Context: an optimization exercise on an open-source flow, tuned for small area and a short achievable clock period. The choices shown serve that exercise and are no tape-out recipe.
Function was not checked in any run shown here: the RTL went through the layout flow alone.

==> flow/design.v (outline; a module is shown in full before it is edited, if it fits) <==
// module cordic: 1730 lines
module cordic #(
    parameter data_width = 16,
    parameter iterations = 15
    )(
    input clk,
    input reset_n,
    input logic signed [data_width-1:0] angle,
    input logic signed [data_width-1:0] x_i,
    input logic signed [data_width-1:0] y_i,
    output logic signed [data_width-1:0] cos,
    output logic signed [data_width-1:0] sin,
    input valid_in,
    output logic valid_out
    );
  // ...
==> flow/flow/run.sh <==
#!/bin/bash
# Standard ORFS layout with three changes: synthesis does not extract full/half adder cells
# (ADDER_MAP_FILE empty), so ABC maps all arithmetic to plain gates; every port still gets
# its own buffer, but a sky130_fd_sc_hd__buf_2 rather than the delay cell the default picks;
# and clock tree synthesis inserts no dummy loads.
set -euo pipefail
bash standard.sh ADDER_MAP_FILE= \
  "BUFFER_PORTS_ARGS=-buffer_cell sky130_fd_sc_hd__buf_2" \
  "CTS_ARGS=-sink_clustering_enable -repair_clock_nets -dont_use_dummy_load" \
  finish > make_finish.log 2>&1
==> flow/standard.sh <==
#!/bin/bash
# synth_recipe.tcl (not shown) runs the flow's synth.tcl, then flattens the netlist and writes it again
# the make line also repeats each setting of config.mk as NAME=value (left out here)
make -C /OpenROAD-flow-scripts/flow DESIGN_CONFIG=/design/flow/config.mk WORK_HOME=/design/flow/orfs CLKGATE_MAP_FILE= SYNTH_SCRIPT=/design/flow/synth_recipe.tcl "${@:-finish}"
==> flow/config.mk <==
export PLATFORM = sky130hd
export DESIGN_NAME = cordic
export DESIGN_NICKNAME = cordic
export VERILOG_FILES = /design/flow/design.v
export SDC_FILE = /design/flow/constraint.sdc
export NUM_CORES = 4
export LEC_CHECK = 0
export ABC_AREA = 1
export CAP_MARGIN = 20
export CORE_MARGIN = 2
export CORE_UTILIZATION = 40
export SETUP_SLACK_MARGIN = 1.8
export SLEW_MARGIN = 20
==> flow/constraint.sdc <==
create_clock -name core_clock -period 4.0 [get_ports {clk}]
set_input_delay 0.8000 -clock core_clock [delete_from_list [all_inputs] [get_ports {clk}]]
set_output_delay 0.8000 -clock core_clock [all_outputs]
set_load 0.01 [all_outputs]
==> run_summary.xml, run 1 <==
<?xml version="1.0" encoding="UTF-8"?>
<metrics>
  <group name="worst_setup_path">
    <metric name="rr_worst_depth" unit="">13</metric>
    <metric name="cp_max_fo" unit="">16</metric>
    <metric name="crit_path_start" unit="">angle[15]</metric>
    <metric name="critical_path.reg2reg.startpoint" unit="">z1[14]$_DFF_P_</metric>
  </group>
  <group name="die">
    <metric name="core_area" unit="um^2">92100</metric>
    <metric name="io_pins" unit="">84</metric>
    <metric name="tapcell.inserted" unit="">1243</metric>
  </group>
  <group name="routing">
    <metric name="avgRoutedWirePerCell" unit="um">12.7</metric>
    <metric name="highest_layer_used_for_signal_routing" unit="">met4</metric>
    <metric name="dr_wl_met2" unit="um">44100</metric>
    <metric name="initialDrtViolationCount" unit="">2026</metric>
  </group>
  <group name="final_layout">
    <metric name="area_dominant_class" unit="">multi-input gates</metric>
    <metric name="fillerInstances" unit="">9520</metric>
    <metric name="post_route_cells_drive_above_1_share" unit="">0.0963</metric>
    <metric name="count_of_sequential_standard_cells" unit="">604</metric>
    <metric name="antennaDiodeCount" unit="">0</metric>
  </group>
  <group name="grt">
    <metric name="globalRouteTotalUtil" unit="">0.186</metric>
    <metric name="vias_in_the_first_global_route" unit="">31100</metric>
    <metric name="grt_first_pass_wirelength" unit="um">148000</metric>
  </group>
  <group name="status">
    <metric name="status" unit="">finished clean</metric>
  </group>
  <group name="clock_network">
    <metric name="clockBufferDepth" unit="">3</metric>
    <metric name="cts_root_buf" unit="">sky130_fd_sc_hd__clkbuf_16</metric>
    <metric name="cts_inserted_buffers" unit="">71</metric>
    <metric name="clkTransAtPathRegs" unit="ps">60</metric>
  </group>
  <group name="synthesis">
    <metric name="number_of_enable_flip_flop_cells_after_synthesis" unit="">0</metric>
    <metric name="synthDominantCellAreaShare" unit="">0.316</metric>
    <metric name="postSynth.asyncResetShare" unit="">0.0248</metric>
    <metric name="synth.ff_latch_count" unit="">604</metric>
    <metric name="cell_types_with_the_highest_counts_after_synthesis" unit="">sky130_fd_sc_hd__nand2_1, sky130_fd_sc_hd__inv_1, sky130_fd_sc_hd__dfxtp_1, sky130_fd_sc_hd__nand3_1, sky130_fd_sc_hd__nor2_1</metric>
    <metric name="yosysTopAreaCell" unit="">sky130_fd_sc_hd__dfxtp_1</metric>
    <metric name="synthMostInstantiatedCell" unit="">sky130_fd_sc_hd__nand2_1</metric>
  </group>
  <group name="sta">
    <metric name="max_slew.worst_pin.slew" unit="ps">667</metric>
    <metric name="finalCritPeriodShare" unit="">0.534</metric>
  </group>
  <group name="place">
    <metric name="dpl_worst_slack" unit="ps">1050</metric>
  </group>
</metrics>
==> run 2: changes to the inputs <==
--- a/flow/design.v
+++ b/flow/design.v
@@ -12,11 +12,11 @@
     input valid_in,
     output logic valid_out
     );
-    logic [14:0] vp;
+    logic [13:0] vp;
     always_ff @(posedge clk or negedge reset_n)
         if (!reset_n) vp <= '0;
-        else vp <= {vp[13:0], valid_in};
-    assign valid_out = vp[14];
+        else vp <= {vp[12:0], valid_in};
+    assign valid_out = vp[13];
     logic [15:0] s0, d0, e0, n0;
     assign s0 = x_i + y_i;
     assign d0 = x_i - y_i;
@@ -40,18 +40,20 @@
     logic signed [15:0] x1, y1;
     logic signed [14:0] z1;
     always_ff @(posedge clk) begin x1 <= x1n; y1 <= y1n; z1 <= z1n[14:0]; end
+    logic sx1;
+    always_ff @(posedge clk) sx1 <= ~z1n[14];
     logic [15:0] xo1, yo1;
     logic signed [15:0] ys1, xs1;
     assign ys1 = y1 >>> 1;
     assign xs1 = x1 >>> 1;
-    assign xo1 = ys1 ^ {16{~z1[14]}};
+    assign xo1 = ys1 ^ {16{sx1}};
     assign yo1 = xs1 ^ {16{z1[14]}};
     logic [15:0] xn2;
     logic [13:0] xn2_p, xn2_g;
     assign xn2_p = x1[13:0] ^ xo1[13:0];
     assign xn2_g = x1[13:0] & xo1[13:0];
     logic xn2_G0_0;
-    assign xn2_G0_0 = xn2_g[0] | (xn2_p[0] & ~z1[14]);
+    assign xn2_G0_0 = xn2_g[0] | (xn2_p[0] & sx1);
     logic xn2_G1_1;
     assign xn2_G1_1 = xn2_g[1] | (xn2_p[1] & xn2_G0_0);
     logic xn2_G1_3;
@@ -126,7 +128,7 @@
     assign xn2_G4_12 = xn2_G3_12 | (xn2_P3_12 & xn2_G3_7);
     logic xn2_G4_13;
     assign xn2_G4_13 = xn2_G3_13 | (xn2_P3_13 & xn2_G3_7);
-    assign xn2[0] = xn2_p[0] ^ ~z1[14];
+    assign xn2[0] = xn2_p[0] ^ sx1;
     assign xn2[1] = xn2_p[1] ^ xn2_G0_0;
     assign xn2[2] = xn2_p[2] ^ xn2_G1_1;
     assign xn2[3] = xn2_p[3] ^ xn2_G2_2;
@@ -248,19 +250,21 @@
     assign zn2 = zf2[13:0];
     logic signed [15:0] x2, y2;
     logic [13:0] z2;
+    logic sx2;
     always_ff @(posedge clk) begin x2 <= xn2; y2 <= yn2; z2 <= zn2; end
+    always_ff @(posedge clk) sx2 <= ~zn2[13];
     logic [15:0] xo2, yo2;
     logic signed [15:0] ys2, xs2;
     assign ys2 = y2 >>> 2;
     assign xs2 = x2 >>> 2;
-    assign xo2 = ys2 ^ {16{~z2[13]}};
+    assign xo2 = ys2 ^ {16{sx2}};
     assign yo2 = xs2 ^ {16{z2[13]}};
     logic [15:0] xn3;
     logic [12:0] xn3_p, xn3_g;
     assign xn3_p = x2[12:0] ^ xo2[12:0];
     assign xn3_g = x2[12:0] & xo2[12:0];
     logic xn3_G0_0;
-    assign xn3_G0_0 = xn3_g[0] | (xn3_p[0] & ~z2[13]);
+    assign xn3_G0_0 = xn3_g[0] | (xn3_p[0] & sx2);
     logic xn3_G1_1;
     assign xn3_G1_1 = xn3_g[1] | (xn3_p[1] & xn3_G0_0);
     logic xn3_G1_3;
@@ -325,7 +329,7 @@
     assign xn3_G4_11 = xn3_G2_11 | (xn3_P2_11 & xn3_G3_7);
     logic xn3_G4_12;
     assign xn3_G4_12 = xn3_G3_12 | (xn3_P3_12 & xn3_G3_7);
-    assign xn3[0] = xn3_p[0] ^ ~z2[13];
+    assign xn3[0] = xn3_p[0] ^ sx2;
     assign xn3[1] = xn3_p[1] ^ xn3_G0_0;
     assign xn3[2] = xn3_p[2] ^ xn3_G1_1;
     assign xn3[3] = xn3_p[3] ^ xn3_G2_2;
@@ -437,19 +441,21 @@
     assign zn3 = zf3[12:0];
     logic signed [15:0] x3, y3;
     logic [12:0] z3;
+    logic sx3;
     always_ff @(posedge clk) begin x3 <= xn3; y3 <= yn3; z3 <= zn3; end
+    always_ff @(posedge clk) sx3 <= ~zn3[12];
     logic [15:0] xo3, yo3;
     logic signed [15:0] ys3, xs3;
     assign ys3 = y3 >>> 3;
     assign xs3 = x3 >>> 3;
-    assign xo3 = ys3 ^ {16{~z3[12]}};
+    assign xo3 = ys3 ^ {16{sx3}};
     assign yo3 = xs3 ^ {16{z3[12]}};
     logic [15:0] xn4;
     logic [11:0] xn4_p, xn4_g;
     assign xn4_p = x3[11:0] ^ xo3[11:0];
     assign xn4_g = x3[11:0] & xo3[11:0];
     logic xn4_G0_0;
-    assign xn4_G0_0 = xn4_g[0] | (xn4_p[0] & ~z3[12]);
+    assign xn4_G0_0 = xn4_g[0] | (xn4_p[0] & sx3);
     logic xn4_G1_1;
     assign xn4_G1_1 = xn4_g[1] | (xn4_p[1] & xn4_G0_0);
     logic xn4_G1_3;
@@ -508,7 +514,7 @@
     assign xn4_G4_10 = xn4_G2_10 | (xn4_P2_10 & xn4_G3_7);
     logic xn4_G4_11;
     assign xn4_G4_11 = xn4_G2_11 | (xn4_P2_11 & xn4_G3_7);
-    assign xn4[0] = xn4_p[0] ^ ~z3[12];
+    assign xn4[0] = xn4_p[0] ^ sx3;
     assign xn4[1] = xn4_p[1] ^ xn4_G0_0;
     assign xn4[2] = xn4_p[2] ^ xn4_G1_1;
     assign xn4[3] = xn4_p[3] ^ xn4_G2_2;
@@ -614,19 +620,21 @@
     assign zn4 = zf4[11:0];
     logic signed [15:0] x4, y4;
     logic [11:0] z4;
+    logic sx4;
     always_ff @(posedge clk) begin x4 <= xn4; y4 <= yn4; z4 <= zn4; end
+    always_ff @(posedge clk) sx4 <= ~zn4[11];
     logic [15:0] xo4, yo4;
     logic signed [15:0] ys4, xs4;
     assign ys4 = y4 >>> 4;
     assign xs4 = x4 >>> 4;
-    assign xo4 = ys4 ^ {16{~z4[11]}};
+    assign xo4 = ys4 ^ {16{sx4}};
     assign yo4 = xs4 ^ {16{z4[11]}};
     logic [15:0] xn5;
     logic [10:0] xn5_p, xn5_g;
     assign xn5_p = x4[10:0] ^ xo4[10:0];
     assign xn5_g = x4[10:0] & xo4[10:0];
     logic xn5_G0_0;
-    assign xn5_G0_0 = xn5_g[0] | (xn5_p[0] & ~z4[11]);
+    assign xn5_G0_0 = xn5_g[0] | (xn5_p[0] & sx4);
     logic xn5_G1_1;
     assign xn5_G1_1 = xn5_g[1] | (xn5_p[1] & xn5_G0_0);
     logic xn5_G1_3;
@@ -675,7 +683,7 @@
     assign xn5_G4_9 = xn5_G1_9 | (xn5_P1_9 & xn5_G3_7);
     logic xn5_G4_10;
     assign xn5_G4_10 = xn5_G2_10 | (xn5_P2_10 & xn5_G3_7);
-    assign xn5[0] = xn5_p[0] ^ ~z4[11];
+    assign xn5[0] = xn5_p[0] ^ sx4;
     assign xn5[1] = xn5_p[1] ^ xn5_G0_0;
     assign xn5[2] = xn5_p[2] ^ xn5_G1_1;
     assign xn5[3] = xn5_p[3] ^ xn5_G2_2;
@@ -771,19 +779,21 @@
     assign zn5 = zf5[10:0];
     logic signed [15:0] x5, y5;
     logic [10:0] z5;
+    logic sx5;
     always_ff @(posedge clk) begin x5 <= xn5; y5 <= yn5; z5 <= zn5; end
+    always_ff @(posedge clk) sx5 <= ~zn5[10];
     logic [15:0] xo5, yo5;
     logic signed [15:0] ys5, xs5;
     assign ys5 = y5 >>> 5;
     assign xs5 = x5 >>> 5;
-    assign xo5 = ys5 ^ {16{~z5[10]}};
+    assign xo5 = ys5 ^ {16{sx5}};
     assign yo5 = xs5 ^ {16{z5[10]}};
     logic [15:0] xn6;
     logic [9:0] xn6_p, xn6_g;
     assign xn6_p = x5[9:0] ^ xo5[9:0];
     assign xn6_g = x5[9:0] & xo5[9:0];
     logic xn6_G0_0;
-    assign xn6_G0_0 = xn6_g[0] | (xn6_p[0] & ~z5[10]);
+    assign xn6_G0_0 = xn6_g[0] | (xn6_p[0] & sx5);
     logic xn6_G1_1;
     assign xn6_G1_1 = xn6_g[1] | (xn6_p[1] & xn6_G0_0);
     logic xn6_G1_3;
@@ -826,7 +836,7 @@
     assign xn6_G4_8 = xn6_g[8] | (xn6_p[8] & xn6_G3_7);
     logic xn6_G4_9;
     assign xn6_G4_9 = xn6_G1_9 | (xn6_P1_9 & xn6_G3_7);
-    assign xn6[0] = xn6_p[0] ^ ~z5[10];
+    assign xn6[0] = xn6_p[0] ^ sx5;
     assign xn6[1] = xn6_p[1] ^ xn6_G0_0;
     assign xn6[2] = xn6_p[2] ^ xn6_G1_1;
     assign xn6[3] = xn6_p[3] ^ xn6_G2_2;
@@ -916,19 +926,21 @@
     assign zn6 = zf6[9:0];
     logic signed [15:0] x6, y6;
     logic [9:0] z6;
+    logic sx6;
     always_ff @(posedge clk) begin x6 <= xn6; y6 <= yn6; z6 <= zn6; end
+    always_ff @(posedge clk) sx6 <= ~zn6[9];
     logic [15:0] xo6, yo6;
     logic signed [15:0] ys6, xs6;
     assign ys6 = y6 >>> 6;
     assign xs6 = x6 >>> 6;
-    assign xo6 = ys6 ^ {16{~z6[9]}};
+    assign xo6 = ys6 ^ {16{sx6}};
     assign yo6 = xs6 ^ {16{z6[9]}};
     logic [15:0] xn7;
     logic [8:0] xn7_p, xn7_g;
     assign xn7_p = x6[8:0] ^ xo6[8:0];
     assign xn7_g = x6[8:0] & xo6[8:0];
     logic xn7_G0_0;
-    assign xn7_G0_0 = xn7_g[0] | (xn7_p[0] & ~z6[9]);
+    assign xn7_G0_0 = xn7_g[0] | (xn7_p[0] & sx6);
     logic xn7_G1_1;
     assign xn7_G1_1 = xn7_g[1] | (xn7_p[1] & xn7_G0_0);
     logic xn7_G1_3;
@@ -965,7 +977,7 @@
     assign xn7_G3_7 = xn7_G2_7 | (xn7_P2_7 & xn7_G2_3);
     logic xn7_G4_8;
     assign xn7_G4_8 = xn7_g[8] | (xn7_p[8] & xn7_G3_7);
-    assign xn7[0] = xn7_p[0] ^ ~z6[9];
+    assign xn7[0] = xn7_p[0] ^ sx6;
     assign xn7[1] = xn7_p[1] ^ xn7_G0_0;
     assign xn7[2] = xn7_p[2] ^ xn7_G1_1;
     assign xn7[3] = xn7_p[3] ^ xn7_G2_2;
@@ -1047,19 +1059,21 @@
     assign zn7 = {~z6[8], z6[7:0]};
     logic signed [15:0] x7, y7;
     logic [8:0] z7;
+    logic sx7;
     always_ff @(posedge clk) begin x7 <= xn7; y7 <= yn7; z7 <= zn7; end
+    always_ff @(posedge clk) sx7 <= ~zn7[8];
     logic [15:0] xo7, yo7;
     logic signed [15:0] ys7, xs7;
     assign ys7 = y7 >>> 7;
     assign xs7 = x7 >>> 7;
-    assign xo7 = ys7 ^ {16{~z7[8]}};
+    assign xo7 = ys7 ^ {16{sx7}};
     assign yo7 = xs7 ^ {16{z7[8]}};
     logic [15:0] xn8;
     logic [7:0] xn8_p, xn8_g;
     assign xn8_p = x7[7:0] ^ xo7[7:0];
     assign xn8_g = x7[7:0] & xo7[7:0];
     logic xn8_G0_0;
-    assign xn8_G0_0 = xn8_g[0] | (xn8_p[0] & ~z7[8]);
+    assign xn8_G0_0 = xn8_g[0] | (xn8_p[0] & sx7);
     logic xn8_G1_1;
     assign xn8_G1_1 = xn8_g[1] | (xn8_p[1] & xn8_G0_0);
     logic xn8_G1_3;
@@ -1094,7 +1108,7 @@
     assign xn8_G3_6 = xn8_G2_6 | (xn8_P2_6 & xn8_G2_3);
     logic xn8_G3_7;
     assign xn8_G3_7 = xn8_G2_7 | (xn8_P2_7 & xn8_G2_3);
-    assign xn8[0] = xn8_p[0] ^ ~z7[8];
+    assign xn8[0] = xn8_p[0] ^ sx7;
     assign xn8[1] = xn8_p[1] ^ xn8_G0_0;
     assign xn8[2] = xn8_p[2] ^ xn8_G1_1;
     assign xn8[3] = xn8_p[3] ^ xn8_G2_2;
@@ -1174,19 +1188,21 @@
     assign zn8 = {~z7[7], z7[6:0]};
     logic signed [15:0] x8, y8;
     logic [7:0] z8;
+    logic sx8;
     always_ff @(posedge clk) begin x8 <= xn8; y8 <= yn8; z8 <= zn8; end
+    always_ff @(posedge clk) sx8 <= ~zn8[7];
     logic [15:0] xo8, yo8;
     logic signed [15:0] ys8, xs8;
     assign ys8 = y8 >>> 8;
     assign xs8 = x8 >>> 8;
-    assign xo8 = ys8 ^ {16{~z8[7]}};
+    assign xo8 = ys8 ^ {16{sx8}};
     assign yo8 = xs8 ^ {16{z8[7]}};
     logic [15:0] xn9;
     logic [6:0] xn9_p, xn9_g;
     assign xn9_p = x8[6:0] ^ xo8[6:0];
     assign xn9_g = x8[6:0] & xo8[6:0];
     logic xn9_G0_0;
-    assign xn9_G0_0 = xn9_g[0] | (xn9_p[0] & ~z8[7]);
+    assign xn9_G0_0 = xn9_g[0] | (xn9_p[0] & sx8);
     logic xn9_G1_1;
     assign xn9_G1_1 = xn9_g[1] | (xn9_p[1] & xn9_G0_0);
     logic xn9_G1_3;
@@ -1211,7 +1227,7 @@
     assign xn9_G3_5 = xn9_G1_5 | (xn9_P1_5 & xn9_G2_3);
     logic xn9_G3_6;
     assign xn9_G3_6 = xn9_G2_6 | (xn9_P2_6 & xn9_G2_3);
-    assign xn9[0] = xn9_p[0] ^ ~z8[7];
+    assign xn9[0] = xn9_p[0] ^ sx8;
     assign xn9[1] = xn9_p[1] ^ xn9_G0_0;
     assign xn9[2] = xn9_p[2] ^ xn9_G1_1;
     assign xn9[3] = xn9_p[3] ^ xn9_G2_2;
@@ -1281,19 +1297,21 @@
     assign zn9 = {~z8[6], z8[5:0]};
     logic signed [15:0] x9, y9;
     logic [6:0] z9;
+    logic sx9;
     always_ff @(posedge clk) begin x9 <= xn9; y9 <= yn9; z9 <= zn9; end
+    always_ff @(posedge clk) sx9 <= ~zn9[6];
     logic [15:0] xo9, yo9;
     logic signed [15:0] ys9, xs9;
     assign ys9 = y9 >>> 9;
     assign xs9 = x9 >>> 9;
-    assign xo9 = ys9 ^ {16{~z9[6]}};
+    assign xo9 = ys9 ^ {16{sx9}};
     assign yo9 = xs9 ^ {16{z9[6]}};
     logic [15:0] xn10;
     logic [5:0] xn10_p, xn10_g;
     assign xn10_p = x9[5:0] ^ xo9[5:0];
     assign xn10_g = x9[5:0] & xo9[5:0];
     logic xn10_G0_0;
-    assign xn10_G0_0 = xn10_g[0] | (xn10_p[0] & ~z9[6]);
+    assign xn10_G0_0 = xn10_g[0] | (xn10_p[0] & sx9);
     logic xn10_G1_1;
     assign xn10_G1_1 = xn10_g[1] | (xn10_p[1] & xn10_G0_0);
     logic xn10_G1_3;
@@ -1312,7 +1330,7 @@
     assign xn10_G3_4 = xn10_g[4] | (xn10_p[4] & xn10_G2_3);
     logic xn10_G3_5;
     assign xn10_G3_5 = xn10_G1_5 | (xn10_P1_5 & xn10_G2_3);
-    assign xn10[0] = xn10_p[0] ^ ~z9[6];
+    assign xn10[0] = xn10_p[0] ^ sx9;
     assign xn10[1] = xn10_p[1] ^ xn10_G0_0;
     assign xn10[2] = xn10_p[2] ^ xn10_G1_1;
     assign xn10[3] = xn10_p[3] ^ xn10_G2_2;
@@ -1376,19 +1394,21 @@
     assign zn10 = {~z9[5], z9[4:0]};
     logic signed [15:0] x10, y10;
     logic [5:0] z10;
+    logic sx10;
     always_ff @(posedge clk) begin x10 <= xn10; y10 <= yn10; z10 <= zn10; end
+    always_ff @(posedge clk) sx10 <= ~zn10[5];
     logic [15:0] xo10, yo10;
     logic signed [15:0] ys10, xs10;
     assign ys10 = y10 >>> 10;
     assign xs10 = x10 >>> 10;
-    assign xo10 = ys10 ^ {16{~z10[5]}};
+    assign xo10 = ys10 ^ {16{sx10}};
     assign yo10 = xs10 ^ {16{z10[5]}};
     logic [15:0] xn11;
     logic [4:0] xn11_p, xn11_g;
     assign xn11_p = x10[4:0] ^ xo10[4:0];
     assign xn11_g = x10[4:0] & xo10[4:0];
     logic xn11_G0_0;
-    assign xn11_G0_0 = xn11_g[0] | (xn11_p[0] & ~z10[5]);
+    assign xn11_G0_0 = xn11_g[0] | (xn11_p[0] & sx10);
     logic xn11_G1_1;
     assign xn11_G1_1 = xn11_g[1] | (xn11_p[1] & xn11_G0_0);
     logic xn11_G1_3;
@@ -1401,7 +1421,7 @@
     assign xn11_G2_3 = xn11_G1_3 | (xn11_P1_3 & xn11_G1_1);
     logic xn11_G3_4;
     assign xn11_G3_4 = xn11_g[4] | (xn11_p[4] & xn11_G2_3);
-    assign xn11[0] = xn11_p[0] ^ ~z10[5];
+    assign xn11[0] = xn11_p[0] ^ sx10;
     assign xn11[1] = xn11_p[1] ^ xn11_G0_0;
     assign xn11[2] = xn11_p[2] ^ xn11_G1_1;
     assign xn11[3] = xn11_p[3] ^ xn11_G2_2;
@@ -1459,19 +1479,21 @@
     assign zn11 = {~z10[4], z10[3:0]};
     logic signed [15:0] x11, y11;
     logic [4:0] z11;
+    logic sx11;
     always_ff @(posedge clk) begin x11 <= xn11; y11 <= yn11; z11 <= zn11; end
+    always_ff @(posedge clk) sx11 <= ~zn11[4];
     logic [15:0] xo11, yo11;
     logic signed [15:0] ys11, xs11;
     assign ys11 = y11 >>> 11;
     assign xs11 = x11 >>> 11;
-    assign xo11 = ys11 ^ {16{~z11[4]}};
+    assign xo11 = ys11 ^ {16{sx11}};
     assign yo11 = xs11 ^ {16{z11[4]}};
     logic [15:0] xn12;
     logic [3:0] xn12_p, xn12_g;
     assign xn12_p = x11[3:0] ^ xo11[3:0];
     assign xn12_g = x11[3:0] & xo11[3:0];
     logic xn12_G0_0;
-    assign xn12_G0_0 = xn12_g[0] | (xn12_p[0] & ~z11[4]);
+    assign xn12_G0_0 = xn12_g[0] | (xn12_p[0] & sx11);
     logic xn12_G1_1;
     assign xn12_G1_1 = xn12_g[1] | (xn12_p[1] & xn12_G0_0);
     logic xn12_G1_3;
@@ -1482,7 +1504,7 @@
     assign xn12_G2_2 = xn12_g[2] | (xn12_p[2] & xn12_G1_1);
     logic xn12_G2_3;
     assign xn12_G2_3 = xn12_G1_3 | (xn12_P1_3 & xn12_G1_1);
-    assign xn12[0] = xn12_p[0] ^ ~z11[4];
+    assign xn12[0] = xn12_p[0] ^ sx11;
     assign xn12[1] = xn12_p[1] ^ xn12_G0_0;
     assign xn12[2] = xn12_p[2] ^ xn12_G1_1;
     assign xn12[3] = xn12_p[3] ^ xn12_G2_2;
@@ -1538,24 +1560,26 @@
     assign zn12 = {~z11[3], z11[2:0]};
     logic signed [15:0] x12, y12;
     logic [3:0] z12;
+    logic sx12;
     always_ff @(posedge clk) begin x12 <= xn12; y12 <= yn12; z12 <= zn12; end
+    always_ff @(posedge clk) sx12 <= ~zn12[3];
     logic [15:0] xo12, yo12;
     logic signed [15:0] ys12, xs12;
     assign ys12 = y12 >>> 12;
     assign xs12 = x12 >>> 12;
-    assign xo12 = ys12 ^ {16{~z12[3]}};
+    assign xo12 = ys12 ^ {16{sx12}};
     assign yo12 = xs12 ^ {16{z12[3]}};
     logic [15:0] xn13;
     logic [2:0] xn13_p, xn13_g;
     assign xn13_p = x12[2:0] ^ xo12[2:0];
     assign xn13_g = x12[2:0] & xo12[2:0];
     logic xn13_G0_0;
-    assign xn13_G0_0 = xn13_g[0] | (xn13_p[0] & ~z12[3]);
+    assign xn13_G0_0 = xn13_g[0] | (xn13_p[0] & sx12);
     logic xn13_G1_1;
     assign xn13_G1_1 = xn13_g[1] | (xn13_p[1] & xn13_G0_0);
     logic xn13_G2_2;
     assign xn13_G2_2 = xn13_g[2] | (xn13_p[2] & xn13_G1_1);
-    assign xn13[0] = xn13_p[0] ^ ~z12[3];
+    assign xn13[0] = xn13_p[0] ^ sx12;
     assign xn13[1] = xn13_p[1] ^ xn13_G0_0;
     assign xn13[2] = xn13_p[2] ^ xn13_G1_1;
     logic xn13_cH;
@@ -1605,22 +1629,24 @@
     assign zn13 = {~z12[2], z12[1:0]};
     logic signed [15:0] x13, y13;
     logic [2:0] z13;
+    logic sx13;
     always_ff @(posedge clk) begin x13 <= xn13; y13 <= yn13; z13 <= zn13; end
+    always_ff @(posedge clk) sx13 <= ~zn13[2];
     logic [15:0] xo13, yo13;
     logic signed [15:0] ys13, xs13;
     assign ys13 = y13 >>> 13;
     assign xs13 = x13 >>> 13;
-    assign xo13 = ys13 ^ {16{~z13[2]}};
+    assign xo13 = ys13 ^ {16{sx13}};
     assign yo13 = xs13 ^ {16{z13[2]}};
     logic [15:0] xn14;
     logic [1:0] xn14_p, xn14_g;
     assign xn14_p = x13[1:0] ^ xo13[1:0];
     assign xn14_g = x13[1:0] & xo13[1:0];
     logic xn14_G0_0;
-    assign xn14_G0_0 = xn14_g[0] | (xn14_p[0] & ~z13[2]);
+    assign xn14_G0_0 = xn14_g[0] | (xn14_p[0] & sx13);
     logic xn14_G1_1;
     assign xn14_G1_1 = xn14_g[1] | (xn14_p[1] & xn14_G0_0);
-    assign xn14[0] = xn14_p[0] ^ ~z13[2];
+    assign xn14[0] = xn14_p[0] ^ sx13;
     assign xn14[1] = xn14_p[1] ^ xn14_G0_0;
     logic xn14_cH;
     assign xn14_cH = xn14_G1_1;
@@ -1668,61 +1694,93 @@
     assign zn14 = {~z13[1], z13[0:0]};
     logic signed [15:0] x14, y14;
     logic [1:0] z14;
-    always_ff @(posedge clk) begin x14 <= xn14; y14 <= yn14; z14 <= zn14; end
+    logic sx14;
+    assign x14 = xn14; assign y14 = yn14; assign z14 = zn14;
+    assign sx14 = ~zn14[1];
     logic [15:0] xo14, yo14;
     logic signed [15:0] ys14, xs14;
     assign ys14 = y14 >>> 14;
     assign xs14 = x14 >>> 14;
-    assign xo14 = ys14 ^ {16{~z14[1]}};
+    assign xo14 = ys14 ^ {16{sx14}};
     assign yo14 = xs14 ^ {16{z14[1]}};
+    logic [4:0] o13x, o14x, o13y, o14y, ox, oy;
+    assign o13x = {{2{xo13[2]}}, xo13[2:0]} + {4'd0, sx13};
+    assign o14x = {{3{xo14[1]}}, xo14[1:0]} + {4'd0, sx14};
+    assign o13y = {{2{yo13[2]}}, yo13[2:0]} + {4'd0, z13[2]};
+    assign o14y = {{3{yo14[1]}}, yo14[1:0]} + {4'd0, z14[1]};
+    assign ox = o13x + o14x;
+    assign oy = o13y + o14y;
+    logic [15:0] ox16, oy16;
+    assign ox16 = {{11{ox[4]}}, ox};
+    assign oy16 = {{11{oy[4]}}, oy};
     logic [15:0] xn15;
-    logic [0:0] xn15_p, xn15_g;
-    assign xn15_p = x14[0:0] ^ xo14[0:0];
-    assign xn15_g = x14[0:0] & xo14[0:0];
+    logic [3:0] xn15_p, xn15_g;
+    assign xn15_p = x13[3:0] ^ ox16[3:0];
+    assign xn15_g = x13[3:0] & ox16[3:0];
     logic xn15_G0_0;
-    assign xn15_G0_0 = xn15_g[0] | (xn15_p[0] & ~z14[1]);
-    assign xn15[0] = xn15_p[0] ^ ~z14[1];
+    assign xn15_G0_0 = xn15_g[0] | (xn15_p[0] & 1'b0);
+    logic xn15_G1_1;
+    assign xn15_G1_1 = xn15_g[1] | (xn15_p[1] & xn15_G0_0);
+    logic xn15_G1_3;
+    assign xn15_G1_3 = xn15_g[3] | (xn15_p[3] & xn15_g[2]);
+    logic xn15_P1_3;
+    assign xn15_P1_3 = xn15_p[3] & xn15_p[2];
+    logic xn15_G2_2;
+    assign xn15_G2_2 = xn15_g[2] | (xn15_p[2] & xn15_G1_1);
+    logic xn15_G2_3;
+    assign xn15_G2_3 = xn15_G1_3 | (xn15_P1_3 & xn15_G1_1);
+    assign xn15[0] = xn15_p[0] ^ 1'b0;
+    assign xn15[1] = xn15_p[1] ^ xn15_G0_0;
+    assign xn15[2] = xn15_p[2] ^ xn15_G1_1;
+    assign xn15[3] = xn15_p[3] ^ xn15_G2_2;
     logic xn15_cH;
-    assign xn15_cH = xn15_G0_0;
-    assign xn15[1] = x14[1] ^ (xn15_cH ? (~xo14[1] & 1'b1) : (xo14[1] & 1'b1));
-    assign xn15[2] = x14[2] ^ (xn15_cH ? (~xo14[1] & x14[1]) : (xo14[1] & ~x14[1]));
-    assign xn15[3] = x14[3] ^ (xn15_cH ? (~xo14[1] & x14[1] & x14[2]) : (xo14[1] & ~x14[1] & ~x14[2]));
-    assign xn15[4] = x14[4] ^ (xn15_cH ? (~xo14[1] & x14[1] & x14[2] & x14[3]) : (xo14[1] & ~x14[1] & ~x14[2] & ~x14[3]));
-    assign xn15[5] = x14[5] ^ (xn15_cH ? (~xo14[1] & x14[1] & x14[2] & x14[3] & x14[4]) : (xo14[1] & ~x14[1] & ~x14[2] & ~x14[3] & ~x14[4]));
-    assign xn15[6] = x14[6] ^ (xn15_cH ? (~xo14[1] & x14[1] & x14[2] & x14[3] & x14[4] & x14[5]) : (xo14[1] & ~x14[1] & ~x14[2] & ~x14[3] & ~x14[4] & ~x14[5]));
-    assign xn15[7] = x14[7] ^ (xn15_cH ? (~xo14[1] & x14[1] & x14[2] & x14[3] & x14[4] & x14[5] & x14[6]) : (xo14[1] & ~x14[1] & ~x14[2] & ~x14[3] & ~x14[4] & ~x14[5] & ~x14[6]));
-    assign xn15[8] = x14[8] ^ (xn15_cH ? (~xo14[1] & x14[1] & x14[2] & x14[3] & x14[4] & x14[5] & x14[6] & x14[7]) : (xo14[1] & ~x14[1] & ~x14[2] & ~x14[3] & ~x14[4] & ~x14[5] & ~x14[6] & ~x14[7]));
-    assign xn15[9] = x14[9] ^ (xn15_cH ? (~xo14[1] & x14[1] & x14[2] & x14[3] & x14[4] & x14[5] & x14[6] & x14[7] & x14[8]) : (xo14[1] & ~x14[1] & ~x14[2] & ~x14[3] & ~x14[4] & ~x14[5] & ~x14[6] & ~x14[7] & ~x14[8]));
-    assign xn15[10] = x14[10] ^ (xn15_cH ? (~xo14[1] & x14[1] & x14[2] & x14[3] & x14[4] & x14[5] & x14[6] & x14[7] & x14[8] & x14[9]) : (xo14[1] & ~x14[1] & ~x14[2] & ~x14[3] & ~x14[4] & ~x14[5] & ~x14[6] & ~x14[7] & ~x14[8] & ~x14[9]));
-    assign xn15[11] = x14[11] ^ (xn15_cH ? (~xo14[1] & x14[1] & x14[2] & x14[3] & x14[4] & x14[5] & x14[6] & x14[7] & x14[8] & x14[9] & x14[10]) : (xo14[1] & ~x14[1] & ~x14[2] & ~x14[3] & ~x14[4] & ~x14[5] & ~x14[6] & ~x14[7] & ~x14[8] & ~x14[9] & ~x14[10]));
-    assign xn15[12] = x14[12] ^ (xn15_cH ? (~xo14[1] & x14[1] & x14[2] & x14[3] & x14[4] & x14[5] & x14[6] & x14[7] & x14[8] & x14[9] & x14[10] & x14[11]) : (xo14[1] & ~x14[1] & ~x14[2] & ~x14[3] & ~x14[4] & ~x14[5] & ~x14[6] & ~x14[7] & ~x14[8] & ~x14[9] & ~x14[10] & ~x14[11]));
-    assign xn15[13] = x14[13] ^ (xn15_cH ? (~xo14[1] & x14[1] & x14[2] & x14[3] & x14[4] & x14[5] & x14[6] & x14[7] & x14[8] & x14[9] & x14[10] & x14[11] & x14[12]) : (xo14[1] & ~x14[1] & ~x14[2] & ~x14[3] & ~x14[4] & ~x14[5] & ~x14[6] & ~x14[7] & ~x14[8] & ~x14[9] & ~x14[10] & ~x14[11] & ~x14[12]));
-    assign xn15[14] = x14[14] ^ (xn15_cH ? (~xo14[1] & x14[1] & x14[2] & x14[3] & x14[4] & x14[5] & x14[6] & x14[7] & x14[8] & x14[9] & x14[10] & x14[11] & x14[12] & x14[13]) : (xo14[1] & ~x14[1] & ~x14[2] & ~x14[3] & ~x14[4] & ~x14[5] & ~x14[6] & ~x14[7] & ~x14[8] & ~x14[9] & ~x14[10] & ~x14[11] & ~x14[12] & ~x14[13]));
-    assign xn15[15] = x14[15] ^ (xn15_cH ? (~xo14[1] & x14[1] & x14[2] & x14[3] & x14[4] & x14[5] & x14[6] & x14[7] & x14[8] & x14[9] & x14[10] & x14[11] & x14[12] & x14[13] & x14[14]) : (xo14[1] & ~x14[1] & ~x14[2] & ~x14[3] & ~x14[4] & ~x14[5] & ~x14[6] & ~x14[7] & ~x14[8] & ~x14[9] & ~x14[10] & ~x14[11] & ~x14[12] & ~x14[13] & ~x14[14]));
+    assign xn15_cH = xn15_G2_3;
+    assign xn15[4] = x13[4] ^ (xn15_cH ? (~ox16[4] & 1'b1) : (ox16[4] & 1'b1));
+    assign xn15[5] = x13[5] ^ (xn15_cH ? (~ox16[4] & x13[4]) : (ox16[4] & ~x13[4]));
+    assign xn15[6] = x13[6] ^ (xn15_cH ? (~ox16[4] & x13[4] & x13[5]) : (ox16[4] & ~x13[4] & ~x13[5]));
+    assign xn15[7] = x13[7] ^ (xn15_cH ? (~ox16[4] & x13[4] & x13[5] & x13[6]) : (ox16[4] & ~x13[4] & ~x13[5] & ~x13[6]));
+    assign xn15[8] = x13[8] ^ (xn15_cH ? (~ox16[4] & x13[4] & x13[5] & x13[6] & x13[7]) : (ox16[4] & ~x13[4] & ~x13[5] & ~x13[6] & ~x13[7]));
+    assign xn15[9] = x13[9] ^ (xn15_cH ? (~ox16[4] & x13[4] & x13[5] & x13[6] & x13[7] & x13[8]) : (ox16[4] & ~x13[4] & ~x13[5] & ~x13[6] & ~x13[7] & ~x13[8]));
+    assign xn15[10] = x13[10] ^ (xn15_cH ? (~ox16[4] & x13[4] & x13[5] & x13[6] & x13[7] & x13[8] & x13[9]) : (ox16[4] & ~x13[4] & ~x13[5] & ~x13[6] & ~x13[7] & ~x13[8] & ~x13[9]));
+    assign xn15[11] = x13[11] ^ (xn15_cH ? (~ox16[4] & x13[4] & x13[5] & x13[6] & x13[7] & x13[8] & x13[9] & x13[10]) : (ox16[4] & ~x13[4] & ~x13[5] & ~x13[6] & ~x13[7] & ~x13[8] & ~x13[9] & ~x13[10]));
+    assign xn15[12] = x13[12] ^ (xn15_cH ? (~ox16[4] & x13[4] & x13[5] & x13[6] & x13[7] & x13[8] & x13[9] & x13[10] & x13[11]) : (ox16[4] & ~x13[4] & ~x13[5] & ~x13[6] & ~x13[7] & ~x13[8] & ~x13[9] & ~x13[10] & ~x13[11]));
+    assign xn15[13] = x13[13] ^ (xn15_cH ? (~ox16[4] & x13[4] & x13[5] & x13[6] & x13[7] & x13[8] & x13[9] & x13[10] & x13[11] & x13[12]) : (ox16[4] & ~x13[4] & ~x13[5] & ~x13[6] & ~x13[7] & ~x13[8] & ~x13[9] & ~x13[10] & ~x13[11] & ~x13[12]));
+    assign xn15[14] = x13[14] ^ (xn15_cH ? (~ox16[4] & x13[4] & x13[5] & x13[6] & x13[7] & x13[8] & x13[9] & x13[10] & x13[11] & x13[12] & x13[13]) : (ox16[4] & ~x13[4] & ~x13[5] & ~x13[6] & ~x13[7] & ~x13[8] & ~x13[9] & ~x13[10] & ~x13[11] & ~x13[12] & ~x13[13]));
+    assign xn15[15] = x13[15] ^ (xn15_cH ? (~ox16[4] & x13[4] & x13[5] & x13[6] & x13[7] & x13[8] & x13[9] & x13[10] & x13[11] & x13[12] & x13[13] & x13[14]) : (ox16[4] & ~x13[4] & ~x13[5] & ~x13[6] & ~x13[7] & ~x13[8] & ~x13[9] & ~x13[10] & ~x13[11] & ~x13[12] & ~x13[13] & ~x13[14]));
     logic [15:0] yn15;
-    logic [0:0] yn15_p, yn15_g;
-    assign yn15_p = y14[0:0] ^ yo14[0:0];
-    assign yn15_g = y14[0:0] & yo14[0:0];
+    logic [3:0] yn15_p, yn15_g;
+    assign yn15_p = y13[3:0] ^ oy16[3:0];
+    assign yn15_g = y13[3:0] & oy16[3:0];
     logic yn15_G0_0;
-    assign yn15_G0_0 = yn15_g[0] | (yn15_p[0] & z14[1]);
-    assign yn15[0] = yn15_p[0] ^ z14[1];
+    assign yn15_G0_0 = yn15_g[0] | (yn15_p[0] & 1'b0);
+    logic yn15_G1_1;
+    assign yn15_G1_1 = yn15_g[1] | (yn15_p[1] & yn15_G0_0);
+    logic yn15_G1_3;
+    assign yn15_G1_3 = yn15_g[3] | (yn15_p[3] & yn15_g[2]);
+    logic yn15_P1_3;
+    assign yn15_P1_3 = yn15_p[3] & yn15_p[2];
+    logic yn15_G2_2;
+    assign yn15_G2_2 = yn15_g[2] | (yn15_p[2] & yn15_G1_1);
+    logic yn15_G2_3;
+    assign yn15_G2_3 = yn15_G1_3 | (yn15_P1_3 & yn15_G1_1);
+    assign yn15[0] = yn15_p[0] ^ 1'b0;
+    assign yn15[1] = yn15_p[1] ^ yn15_G0_0;
+    assign yn15[2] = yn15_p[2] ^ yn15_G1_1;
+    assign yn15[3] = yn15_p[3] ^ yn15_G2_2;
     logic yn15_cH;
-    assign yn15_cH = yn15_G0_0;
-    assign yn15[1] = y14[1] ^ (yn15_cH ? (~yo14[1] & 1'b1) : (yo14[1] & 1'b1));
-    assign yn15[2] = y14[2] ^ (yn15_cH ? (~yo14[1] & y14[1]) : (yo14[1] & ~y14[1]));
-    assign yn15[3] = y14[3] ^ (yn15_cH ? (~yo14[1] & y14[1] & y14[2]) : (yo14[1] & ~y14[1] & ~y14[2]));
-    assign yn15[4] = y14[4] ^ (yn15_cH ? (~yo14[1] & y14[1] & y14[2] & y14[3]) : (yo14[1] & ~y14[1] & ~y14[2] & ~y14[3]));
-    assign yn15[5] = y14[5] ^ (yn15_cH ? (~yo14[1] & y14[1] & y14[2] & y14[3] & y14[4]) : (yo14[1] & ~y14[1] & ~y14[2] & ~y14[3] & ~y14[4]));
-    assign yn15[6] = y14[6] ^ (yn15_cH ? (~yo14[1] & y14[1] & y14[2] & y14[3] & y14[4] & y14[5]) : (yo14[1] & ~y14[1] & ~y14[2] & ~y14[3] & ~y14[4] & ~y14[5]));
-    assign yn15[7] = y14[7] ^ (yn15_cH ? (~yo14[1] & y14[1] & y14[2] & y14[3] & y14[4] & y14[5] & y14[6]) : (yo14[1] & ~y14[1] & ~y14[2] & ~y14[3] & ~y14[4] & ~y14[5] & ~y14[6]));
-    assign yn15[8] = y14[8] ^ (yn15_cH ? (~yo14[1] & y14[1] & y14[2] & y14[3] & y14[4] & y14[5] & y14[6] & y14[7]) : (yo14[1] & ~y14[1] & ~y14[2] & ~y14[3] & ~y14[4] & ~y14[5] & ~y14[6] & ~y14[7]));
-    assign yn15[9] = y14[9] ^ (yn15_cH ? (~yo14[1] & y14[1] & y14[2] & y14[3] & y14[4] & y14[5] & y14[6] & y14[7] & y14[8]) : (yo14[1] & ~y14[1] & ~y14[2] & ~y14[3] & ~y14[4] & ~y14[5] & ~y14[6] & ~y14[7] & ~y14[8]));
-    assign yn15[10] = y14[10] ^ (yn15_cH ? (~yo14[1] & y14[1] & y14[2] & y14[3] & y14[4] & y14[5] & y14[6] & y14[7] & y14[8] & y14[9]) : (yo14[1] & ~y14[1] & ~y14[2] & ~y14[3] & ~y14[4] & ~y14[5] & ~y14[6] & ~y14[7] & ~y14[8] & ~y14[9]));
-    assign yn15[11] = y14[11] ^ (yn15_cH ? (~yo14[1] & y14[1] & y14[2] & y14[3] & y14[4] & y14[5] & y14[6] & y14[7] & y14[8] & y14[9] & y14[10]) : (yo14[1] & ~y14[1] & ~y14[2] & ~y14[3] & ~y14[4] & ~y14[5] & ~y14[6] & ~y14[7] & ~y14[8] & ~y14[9] & ~y14[10]));
-    assign yn15[12] = y14[12] ^ (yn15_cH ? (~yo14[1] & y14[1] & y14[2] & y14[3] & y14[4] & y14[5] & y14[6] & y14[7] & y14[8] & y14[9] & y14[10] & y14[11]) : (yo14[1] & ~y14[1] & ~y14[2] & ~y14[3] & ~y14[4] & ~y14[5] & ~y14[6] & ~y14[7] & ~y14[8] & ~y14[9] & ~y14[10] & ~y14[11]));
-    assign yn15[13] = y14[13] ^ (yn15_cH ? (~yo14[1] & y14[1] & y14[2] & y14[3] & y14[4] & y14[5] & y14[6] & y14[7] & y14[8] & y14[9] & y14[10] & y14[11] & y14[12]) : (yo14[1] & ~y14[1] & ~y14[2] & ~y14[3] & ~y14[4] & ~y14[5] & ~y14[6] & ~y14[7] & ~y14[8] & ~y14[9] & ~y14[10] & ~y14[11] & ~y14[12]));
-    assign yn15[14] = y14[14] ^ (yn15_cH ? (~yo14[1] & y14[1] & y14[2] & y14[3] & y14[4] & y14[5] & y14[6] & y14[7] & y14[8] & y14[9] & y14[10] & y14[11] & y14[12] & y14[13]) : (yo14[1] & ~y14[1] & ~y14[2] & ~y14[3] & ~y14[4] & ~y14[5] & ~y14[6] & ~y14[7] & ~y14[8] & ~y14[9] & ~y14[10] & ~y14[11] & ~y14[12] & ~y14[13]));
-    assign yn15[15] = y14[15] ^ (yn15_cH ? (~yo14[1] & y14[1] & y14[2] & y14[3] & y14[4] & y14[5] & y14[6] & y14[7] & y14[8] & y14[9] & y14[10] & y14[11] & y14[12] & y14[13] & y14[14]) : (yo14[1] & ~y14[1] & ~y14[2] & ~y14[3] & ~y14[4] & ~y14[5] & ~y14[6] & ~y14[7] & ~y14[8] & ~y14[9] & ~y14[10] & ~y14[11] & ~y14[12] & ~y14[13] & ~y14[14]));
+    assign yn15_cH = yn15_G2_3;
+    assign yn15[4] = y13[4] ^ (yn15_cH ? (~oy16[4] & 1'b1) : (oy16[4] & 1'b1));
+    assign yn15[5] = y13[5] ^ (yn15_cH ? (~oy16[4] & y13[4]) : (oy16[4] & ~y13[4]));
+    assign yn15[6] = y13[6] ^ (yn15_cH ? (~oy16[4] & y13[4] & y13[5]) : (oy16[4] & ~y13[4] & ~y13[5]));
+    assign yn15[7] = y13[7] ^ (yn15_cH ? (~oy16[4] & y13[4] & y13[5] & y13[6]) : (oy16[4] & ~y13[4] & ~y13[5] & ~y13[6]));
+    assign yn15[8] = y13[8] ^ (yn15_cH ? (~oy16[4] & y13[4] & y13[5] & y13[6] & y13[7]) : (oy16[4] & ~y13[4] & ~y13[5] & ~y13[6] & ~y13[7]));
+    assign yn15[9] = y13[9] ^ (yn15_cH ? (~oy16[4] & y13[4] & y13[5] & y13[6] & y13[7] & y13[8]) : (oy16[4] & ~y13[4] & ~y13[5] & ~y13[6] & ~y13[7] & ~y13[8]));
+    assign yn15[10] = y13[10] ^ (yn15_cH ? (~oy16[4] & y13[4] & y13[5] & y13[6] & y13[7] & y13[8] & y13[9]) : (oy16[4] & ~y13[4] & ~y13[5] & ~y13[6] & ~y13[7] & ~y13[8] & ~y13[9]));
+    assign yn15[11] = y13[11] ^ (yn15_cH ? (~oy16[4] & y13[4] & y13[5] & y13[6] & y13[7] & y13[8] & y13[9] & y13[10]) : (oy16[4] & ~y13[4] & ~y13[5] & ~y13[6] & ~y13[7] & ~y13[8] & ~y13[9] & ~y13[10]));
+    assign yn15[12] = y13[12] ^ (yn15_cH ? (~oy16[4] & y13[4] & y13[5] & y13[6] & y13[7] & y13[8] & y13[9] & y13[10] & y13[11]) : (oy16[4] & ~y13[4] & ~y13[5] & ~y13[6] & ~y13[7] & ~y13[8] & ~y13[9] & ~y13[10] & ~y13[11]));
+    assign yn15[13] = y13[13] ^ (yn15_cH ? (~oy16[4] & y13[4] & y13[5] & y13[6] & y13[7] & y13[8] & y13[9] & y13[10] & y13[11] & y13[12]) : (oy16[4] & ~y13[4] & ~y13[5] & ~y13[6] & ~y13[7] & ~y13[8] & ~y13[9] & ~y13[10] & ~y13[11] & ~y13[12]));
+    assign yn15[14] = y13[14] ^ (yn15_cH ? (~oy16[4] & y13[4] & y13[5] & y13[6] & y13[7] & y13[8] & y13[9] & y13[10] & y13[11] & y13[12] & y13[13]) : (oy16[4] & ~y13[4] & ~y13[5] & ~y13[6] & ~y13[7] & ~y13[8] & ~y13[9] & ~y13[10] & ~y13[11] & ~y13[12] & ~y13[13]));
+    assign yn15[15] = y13[15] ^ (yn15_cH ? (~oy16[4] & y13[4] & y13[5] & y13[6] & y13[7] & y13[8] & y13[9] & y13[10] & y13[11] & y13[12] & y13[13] & y13[14]) : (oy16[4] & ~y13[4] & ~y13[5] & ~y13[6] & ~y13[7] & ~y13[8] & ~y13[9] & ~y13[10] & ~y13[11] & ~y13[12] & ~y13[13] & ~y13[14]));
     logic signed [15:0] x15, y15;
     always_ff @(posedge clk) begin x15 <= xn15; y15 <= yn15; end
     assign cos = x15;
==> run 2 against run 1 <==
Effect of this change: maximum frequency shrank 26%; die area down 9.8%; highest routed layer unchanged; sequential share of layout area fell by 5.2 points; clock skew down 30 ps; cell count is 6.0% lower; still clean on timing, DRC and antenna; final area rose by 19%; count of clock-buffer cells in the layout is 1 lower.
==> run_summary.xml, run 2 <==
<?xml version="1.0" encoding="UTF-8"?>
<metrics>
  <group name="status">
    <metric name="status" unit="">finished clean</metric>
  </group>
  <group name="min_path">
    <metric name="worstHoldPathType" unit="">input port to asynchronous set/reset pin</metric>
  </group>
  <group name="worst_setup_path">
    <metric name="arrival" unit="ps">3480</metric>
    <metric name="setup.worst_path.class" unit="">register to register</metric>
    <metric name="critical_path.most_common_cell" unit="">sky130_fd_sc_hd__nand2_4</metric>
    <metric name="worst_setup_path_end_kind" unit="">register</metric>
    <metric name="cpPeakStageDelay" unit="ps">410</metric>
    <metric name="required" unit="ps">4600</metric>
    <metric name="cp_max_fo" unit="">8</metric>
    <metric name="crit_slowest_cell" unit="">sky130_fd_sc_hd__dfxtp_4</metric>
    <metric name="setup.worst_path.start_class" unit="">register</metric>
  </group>
  <group name="sta">
    <metric name="max_slew.worst_pin.slew" unit="ps">569</metric>
    <metric name="max-slew-margin-rel" unit="">0.617</metric>
    <metric name="setup-tns-final" unit="ps">0</metric>
    <metric name="slew_viol_final" unit="">0</metric>
    <metric name="setup_viol" unit="">0</metric>
    <metric name="max_freq" unit="MHz">347</metric>
    <metric name="timing_hold_violations_final" unit="">0</metric>
    <metric name="worst_setup_skew_after_layout" unit="ps">75.0</metric>
    <metric name="finalCriticalPeriod" unit="ps">2880</metric>
    <metric name="setup_repair_after_global_routing_missed_its_margin" unit="">true</metric>
    <metric name="finalCritPeriodShare" unit="">0.720</metric>
  </group>
  <group name="routing">
    <metric name="number_of_vias_after_detailed_routing" unit="">32600</metric>
    <metric name="first_pass_iters" unit="">5</metric>
    <metric name="avgRoutedWirePerCell" unit="um">15.1</metric>
    <metric name="drt-vias-per-instance" unit="">4.84</metric>
    <metric name="detail_route.wirelength" unit="um">101000</metric>
    <metric name="drc" unit="">0</metric>
    <metric name="initialDrtViolationCount" unit="">1493</metric>
    <metric name="antenna_violating_nets_post_route" unit="">0</metric>
  </group>
  <group name="die">
    <metric name="core_area" unit="um^2">83400</metric>
    <metric name="initial_utilization" unit="">0.402</metric>
    <metric name="floorplan.die_area" unit="um^2">86300</metric>
    <metric name="fp.dieW" unit="um">294</metric>
    <metric name="row_count" unit="">106</metric>
    <metric name="io_pins" unit="">84</metric>
    <metric name="die_h" unit="um">294</metric>
  </group>
  <group name="grt">
    <metric name="globalRouteTotalUtil" unit="">0.200</metric>
    <metric name="maximum_number_of_pins_on_one_net_before_global_route_repair" unit="">31</metric>
    <metric name="grt_overflow" unit="">0</metric>
    <metric name="antenna_found_initial" unit="">1</metric>
    <metric name="vias_in_the_first_global_route" unit="">30000</metric>
    <metric name="grt_first_pass_wirelength" unit="um">142000</metric>
  </group>
  <group name="synthesis">
    <metric name="number_of_enable_flip_flop_cells_after_synthesis" unit="">0</metric>
    <metric name="synth.distinct_cells" unit="">65</metric>
    <metric name="synthMostInstantiatedCell" unit="">sky130_fd_sc_hd__nand2_1</metric>
    <metric name="synth.ff_latch_count" unit="">583</metric>
    <metric name="synth-warning-count" unit="">1</metric>
    <metric name="synth-main-ff-cell" unit="">sky130_fd_sc_hd__dfxtp_1</metric>
    <metric name="cell_types_with_the_highest_counts_after_synthesis" unit="">sky130_fd_sc_hd__nand2_1, sky130_fd_sc_hd__inv_1, sky130_fd_sc_hd__dfxtp_1, sky130_fd_sc_hd__nor2_1, sky130_fd_sc_hd__xor2_1</metric>
    <metric name="ys_seq_area_frac" unit="">0.350</metric>
    <metric name="synthesis.area_per_instance" unit="um^2">6.95</metric>
    <metric name="ys_top_cells_by_area" unit="">sky130_fd_sc_hd__dfxtp_1, sky130_fd_sc_hd__nand2_1, sky130_fd_sc_hd__xor2_1</metric>
    <metric name="synthDominantCellAreaShare" unit="">0.339</metric>
    <metric name="yosysTopAreaCell" unit="">sky130_fd_sc_hd__dfxtp_1</metric>
    <metric name="syn_area" unit="um^2">33600</metric>
    <metric name="synth_fp_nets" unit="">4884</metric>
    <metric name="postSynth.asyncResetShare" unit="">0.0240</metric>
    <metric name="netlist_instances" unit="">4833</metric>
  </group>
  <group name="clock_network">
    <metric name="cts_root_buf" unit="">sky130_fd_sc_hd__clkbuf_16</metric>
    <metric name="htree_levels" unit="">3</metric>
    <metric name="clk-insertion-delay-late" unit="ps">650</metric>
    <metric name="clockBufferDepth" unit="">3</metric>
    <metric name="hold_buffers" unit="">0</metric>
    <metric name="cts_num_sinks" unit="">583</metric>
    <metric name="clkTransAtPathRegs" unit="ps">60</metric>
    <metric name="tritoncts" unit="">done</metric>
    <metric name="cts_inserted_buffers" unit="">70</metric>
  </group>
  <group name="final_layout">
    <metric name="p_r_area_growth_vs_syn" unit="%">50.0</metric>
    <metric name="final_cell_mix" unit="">sky130_fd_sc_hd__nand2_1, sky130_fd_sc_hd__inv_1, sky130_fd_sc_hd__dfxtp_1</metric>
    <metric name="post_route_cells_drive_above_1_share" unit="">0.404</metric>
    <metric name="final_net_count" unit="">5694</metric>
    <metric name="fillerInstances" unit="">6708</metric>
    <metric name="layout_commonest_cell" unit="">sky130_fd_sc_hd__nand2_1</metric>
  </group>
  <group name="place">
    <metric name="global_placer_s_final_weighted_congestion" unit="">0.895</metric>
    <metric name="numPortBuffers" unit="">83</metric>
    <metric name="detailed_place_hpwl" unit="um">58900</metric>
  </group>
  <group name="run">
    <metric name="drv.max_cap_violation_count" unit="">0</metric>
  </group>
</metrics>
==> run 2: changes by cell type after synthesis, sizes merged, moves of 27 or more <==
cell,delta
nand3b,-28
nand2,-656
xnor2,+136
nand3,-306
a21o,-27
xor2,+107
o21ai,-44
nand4,-45
==> run 2: repair_timing <==
item	CTS	global route
gates cloned	10	1
setup endpoints to repair	286	295
buffers inserted	471	229
pin swaps	339	522
resized for setup	750	1118
==> run 2: metrics by stage <==
step | hold slack (ps) | setup slack, ps | utilization | area, um^2 | cells
floorplan | 310 | 1370 | - | 34600 | 4833
global placement | 311 | 810 | 0.432 | 36000 | 5940
detailed placement | 312 | 793 | 0.432 | 36000 | 5940
CTS | 36.4 | 1300 | 0.531 | 44300 | 6491
global route | 49.6 | 979 | 0.604 | 50400 | 6722
finish | 46.6 | 1120 | 0.604 | 50400 | 6722
==> run 2: path summary, 6_finish.rpt <==
kind | from | end | slack [ps] | cells past startpoint
worst max-delay path | x13[13]$_DFF_P_ | x15[15]$_DFF_P_ | 1120 | 26
worst max register to register | x13[13]$_DFF_P_ | x15[15]$_DFF_P_ | 1120 | 26
worst min-delay path | reset_n | vp[1]$_DFF_PN0_ | 50 | 1
min in group core_clock | valid_in | vp[0]$_DFF_PN0_ | 280 | 1
max in group asynchronous | reset_n | vp[8]$_DFF_PN0_ | 3700 | 1
worst min register to register | z8[4]$_DFF_P_ | z9[4]$_DFF_P_ | 320 | 0
==> run 2: routing by layer <==
layer / wire, um / share of wire / up-vias / track usage
li1: - / - / 16400 / -
met2: 53700 / 0.53 / 678 / 0.374
met4: 4280 / 0.042 / 0 / 0.0748
met5: 0 / 0 / - / 0
met1: 39800 / 0.39 / 15200 / 0.226
met3: 3600 / 0.035 / 303 / 0.0310
==> run 2: cell type report <==
class / count / area [um^2] / share of cell area
Multi-Input combinational cell: 3395 / 24800 / 0.493
Inverter: 787 / 3130 / 0.0621
Timing Repair Buffer: 806 / 7300 / 0.145
Clock buffer: 70 / 1750 / 0.0348
Antenna cell: 1 / 2.50 / 0.0000497
Tap cell: 1080 / 1350 / 0.0268
Sequential cell: 583 / 12000 / 0.238
==> run 2: cell families (layout without fill, tap and decap cells) <==
group	after synthesis	count (layout)	synth area share
xor gates and xnor gates	778	778	0.204
adders and majority gates	1	1	0.000298
buffers and inverters	861	1663	0.0992
AOI/OAI and AO/OA	471	473	0.0810
other	0	1	0
DFF	583	583	0.350
and+or+nand+nor	2127	2131	0.262
muxes	12	12	0.00384
==> run 2: critical path, delay by kind of cell, from the launching register on <==
family | cells | cell delay [ps]
and+or+nand+nor | 20 | 1820
DFF | 1 | 410
buffers and inverters | 4 | 350
AOI/OAI and AO/OA | 2 | 220

separate check: timing with driven ports:
The results above use ideal ports. As a check the final layouts listed here were re-extracted and re-timed, cells and wires unchanged.
Step 1, drivers: a clkbuf_16 drives clk and a buf_2 each remaining input, both assumed.
Step 2, shift: input delay + t, output delay - t, t = (earliest + latest rising clock arrival at the registers) / 2. This alone moves slack from input paths to output paths.
Slacks: no drivers / after step 1 / after step 2; pairs: no drivers / after step 1.
run | t (ns) | setup WS [ns] | worst setup path after step 2 | worst register clock-pin slew, ns
run 1 | 0.661 | 1.862 / 1.906 / 1.244 | input to register | 0.06 / 0.06
run 2 | 0.669 | 1.121 / 1.121 / 0.984 | input to register | 0.06 / 0.06
After both steps every run listed still meets setup and hold. For run 1, which loses most, drivers alone change the setup slack by +0.044 ns; drivers and shift together by -0.618 ns.
